This design comes from an exercise in tuning for small area on the open sky130 flow, not from production work. The clock port is modelled as an ideal driver, which makes a skipped or thinned clock tree look cheaper than it is; a real chip needs a root buffer or a tree. No activity file was given, so power comes from the tool's default toggle rates.

## RETO
module RETO(
    input Rx,
    input CLK,
    input RST,
    output INA,
    output INA2,
    output INB,
    output INB2,
    output DO,
    output LAT,
    output STB,
    output CLKimpr
);
export LEC_CHECK = 0
export CAP_MARGIN = 20
export CORE_MARGIN = 2
export CORE_UTILIZATION = 70
export SLEW_MARGIN = 20
create_clock -name core_clock -period 20.0 [get_ports {CLK}]
standard.sh (not shown) runs the stock make flow with config.mk's settings and CLKGATE_MAP_FILE= SYNTH_SCRIPT=/design/flow/synth_recipe.tcl, a recipe that flattens the netlist after the stock synthesis.
==> flow/flow/run.sh <==
#!/bin/bash
# The standard layout (standard.sh) with three changes made through ORFS's
# own variables: after floorplan, logic gates that synthesis sized up get the
# smallest cell of their family (flow/downsize.tcl); the ports are buffered
# with buf_1 cells; and the clock tree is a root clkbuf_8 driving as few leaf
# clkbuf_8 as keep the clock-pin slew low (flow/clocktree.tcl, in place of
# clock_tree_synthesis). The make output goes to standard.log.
set -euo pipefail
here=$(pwd)
export POST_FLOORPLAN_TCL="$here/flow/downsize.tcl"
export BUFFER_PORTS_ARGS="-buffer_cell sky130_fd_sc_hd__buf_1"
export PRE_CTS_TCL="$here/flow/clocktree.tcl"
bash standard.sh > standard.log 2>&1
==> flow/flow/clocktree.tcl <==
# Run before clock tree synthesis (PRE_CTS_TCL): build the clock tree by
# hand and turn clock_tree_synthesis into a no-op. The clock port drives one
# root clkbuf_8; the root drives N leaf clkbuf_8, each placed at the centre of
# a group of flip-flops (k-means on their positions) and driving that group's
# clock pins. N starts at ceil(sinks / 20) and grows until the worst estimated
# clock-pin slew is at most 100 ps.

proc mct_centres { sinks nbuf } {
  set n [llength $sinks]
  set sorted [lsort -real -index 1 $sinks]
  set cx {}; set cy {}
  for {set k 0} {$k < $nbuf} {incr k} {
    set s [lindex $sorted [expr {int(($k + 0.5) * $n / $nbuf)}]]
    lappend cx [lindex $s 1]; lappend cy [lindex $s 2]
  }
  for {set iter 0} {$iter < 60} {incr iter} {
    set assign {}
    foreach s $sinks {
      set best 0; set bd 1e30
      for {set k 0} {$k < $nbuf} {incr k} {
        set d [expr {abs([lindex $s 1] - [lindex $cx $k]) + abs([lindex $s 2] - [lindex $cy $k])}]
        if {$d < $bd} { set bd $d; set best $k }
      }
      lappend assign $best
    }
    set sx [lrepeat $nbuf 0.0]; set sy [lrepeat $nbuf 0.0]; set cnt [lrepeat $nbuf 0]
    foreach s $sinks a $assign {
      lset sx $a [expr {[lindex $sx $a] + [lindex $s 1]}]
      lset sy $a [expr {[lindex $sy $a] + [lindex $s 2]}]
      lset cnt $a [expr {[lindex $cnt $a] + 1}]
    }
    for {set k 0} {$k < $nbuf} {incr k} {
      if {[lindex $cnt $k] > 0} {
        lset cx $k [expr {[lindex $sx $k] / [lindex $cnt $k]}]
        lset cy $k [expr {[lindex $sy $k] / [lindex $cnt $k]}]
      }
    }
  }
  return [list $cx $cy $assign $cnt]
}

proc mct_build { clknet sinks nbuf bufcell } {
  set block [ord::get_db_block]
  set db [ord::get_db]
  lassign [mct_centres $sinks $nbuf] cx cy assign cnt
  set master [$db findMaster $bufcell]
  set made {}
  set root [odb::dbInst_create $block $master "clkbuf_man_root"]
  set rnet [odb::dbNet_create $block "clknet_man_root"]
  $rnet setSigType CLOCK
  [$root findITerm A] connect $clknet
  [$root findITerm X] connect $rnet
  set mx 0.0; set my 0.0
  for {set k 0} {$k < $nbuf} {incr k} {
    set mx [expr {$mx + [lindex $cx $k] / $nbuf}]
    set my [expr {$my + [lindex $cy $k] / $nbuf}]
  }
  $root setLocation [expr {int($mx)}] [expr {int($my)}]
  $root setPlacementStatus PLACED
  lappend made [list $root $rnet]
  set nets {}
  for {set k 0} {$k < $nbuf} {incr k} {
    set inst [odb::dbInst_create $block $master "clkbuf_man_$k"]
    set net [odb::dbNet_create $block "clknet_man_$k"]
    $net setSigType CLOCK
    [$inst findITerm A] connect $rnet
    [$inst findITerm X] connect $net
    $inst setLocation [expr {int([lindex $cx $k])}] [expr {int([lindex $cy $k])}]
    $inst setPlacementStatus PLACED
    lappend nets $net
    lappend made [list $inst $net]
  }
  foreach s $sinks a $assign {
    set it [lindex $s 0]
    $it disconnect
    $it connect [lindex $nets $a]
  }
  puts "manual clock tree: [llength $sinks] sinks, root + $nbuf x $bufcell, group sizes $cnt"
  return $made
}

proc mct_undo { clknet sinks made } {
  foreach s $sinks {
    set it [lindex $s 0]
    $it disconnect
    $it connect $clknet
  }
  foreach m $made {
    lassign $m inst net
    odb::dbInst_destroy $inst
    odb::dbNet_destroy $net
  }
}

proc mct_worst_slew { } {
  estimate_parasitics -placement
  set worst 0
  foreach pin [get_pins -hierarchical */CLK] {
    set s [get_property $pin slew_max]
    if {$s > $worst} { set worst $s }
  }
  return $worst
}

proc manual_clock_tree { bufcell target_ns } {
  set block [ord::get_db_block]
  set clknet [[$block findBTerm CLK] getNet]
  set sinks {}
  foreach it [$clknet getITerms] {
    set bb [[$it getInst] getBBox]
    lappend sinks [list $it [expr {([$bb xMin] + [$bb xMax]) / 2.0}] [expr {([$bb yMin] + [$bb yMax]) / 2.0}]]
  }
  set nbuf [expr {([llength $sinks] + 19) / 20}]
  while {1} {
    set made [mct_build $clknet $sinks $nbuf $bufcell]
    set_propagated_clock [all_clocks]
    set w [mct_worst_slew]
    puts "manual clock tree: $nbuf leaves, worst estimated clock-pin slew [format %.1f [expr {$w * 1000}]] ps"
    if {$w <= $target_ns || $nbuf >= 40} { break }
    mct_undo $clknet $sinks $made
    incr nbuf
  }
}

manual_clock_tree sky130_fd_sc_hd__clkbuf_8 0.100
rename clock_tree_synthesis {}
proc clock_tree_synthesis { args } {
  puts "clock_tree_synthesis skipped: the clock tree was built by flow/clocktree.tcl"
}
Other scripts of this flow, unchanged in this note and not shown: flow/flow/downsize.tcl
The starting point finished clean.
Edit:
--- a/flow/flow/clocktree.tcl
+++ b/flow/flow/clocktree.tcl
@@ -1,11 +1,6 @@
-# Run before clock tree synthesis (PRE_CTS_TCL): build the clock tree by
-# hand and turn clock_tree_synthesis into a no-op. The clock port drives one
-# root clkbuf_8; the root drives N leaf clkbuf_8, each placed at the centre of
-# a group of flip-flops (k-means on their positions) and driving that group's
-# clock pins. N starts at ceil(sinks / 20) and grows until the worst estimated
-# clock-pin slew is at most 100 ps.
 
 proc mct_centres { sinks nbuf } {
   set n [llength $sinks]
+  set cap [expr {($n + $nbuf - 1) / $nbuf + 1}]
   set sorted [lsort -real -index 1 $sinks]
   set cx {}; set cy {}
@@ -14,13 +9,22 @@
     lappend cx [lindex $s 1]; lappend cy [lindex $s 2]
   }
-  for {set iter 0} {$iter < 60} {incr iter} {
-    set assign {}
+  for {set iter 0} {$iter < 30} {incr iter} {
+    # capacitated assignment: nearest free centre first, at most cap sinks
+    # per centre, so the leaf loads stay balanced
+    set pairs {}
+    set i 0
     foreach s $sinks {
-      set best 0; set bd 1e30
       for {set k 0} {$k < $nbuf} {incr k} {
-        set d [expr {abs([lindex $s 1] - [lindex $cx $k]) + abs([lindex $s 2] - [lindex $cy $k])}]
-        if {$d < $bd} { set bd $d; set best $k }
+        lappend pairs [list [expr {abs([lindex $s 1] - [lindex $cx $k]) + abs([lindex $s 2] - [lindex $cy $k])}] $i $k]
       }
-      lappend assign $best
+      incr i
+    }
+    set assign [lrepeat $n -1]
+    set load [lrepeat $nbuf 0]
+    foreach p [lsort -real -index 0 $pairs] {
+      lassign $p d i k
+      if {[lindex $assign $i] >= 0 || [lindex $load $k] >= $cap} { continue }
+      lset assign $i $k
+      lset load $k [expr {[lindex $load $k] + 1}]
     }
     set sx [lrepeat $nbuf 0.0]; set sy [lrepeat $nbuf 0.0]; set cnt [lrepeat $nbuf 0]
@@ -123,5 +127,5 @@
 }
 
-manual_clock_tree sky130_fd_sc_hd__clkbuf_8 0.100
+manual_clock_tree sky130_fd_sc_hd__clkbuf_8 0.110
 rename clock_tree_synthesis {}
 proc clock_tree_synthesis { args } {
What happened: Sequential power is about the same; via count shrinks by 1.1%; die area does not change; area after synthesis does not change; power decreases by 4.5%; worst setup slack gains 21 ps; utilization went down by 0.70 points; wire length goes down by 0.34%; clock power came out lower by 15%; design area went down by 0.93%; flip-flop and latch count does not change.
No functional check of the RTL was part of any run of this note. In every run of this note, the design's own scripts or RTL, not TritonCTS, make the clock network.

## static timing again, ports no longer ideal
In the flow no input, the clock included, has a driving cell. The finished layouts below were timed again as built, in two steps. Step 1 (the two cells are an assumption about what drives the block):
set clk [get_ports {CLK}]
set_driving_cell -lib_cell sky130_fd_sc_hd__clkbuf_16 $clk
set_driving_cell -lib_cell sky130_fd_sc_hd__buf_2 [delete_from_list [all_inputs] $clk]
Step 2 moves the port delays by t, midway between the first and last clock arrival at a register: inputs arrive t later, outputs are due t later. That takes back most of the time a late clock gives input paths. Three values: ideal, step 1, step 2; two values: the first two.
| run | t (ns) | slack for setup (ns) | slew at the worst register clock pin (ns) |
|---|---|---|---|
| the first run | 0.444 | 13.740 / 13.711 / 14.154 | 0.10 / 0.10 |
| the second run | 0.415 | 13.761 / 13.730 / 14.145 | 0.10 / 0.10 |
After both steps every run listed still meets setup and hold.
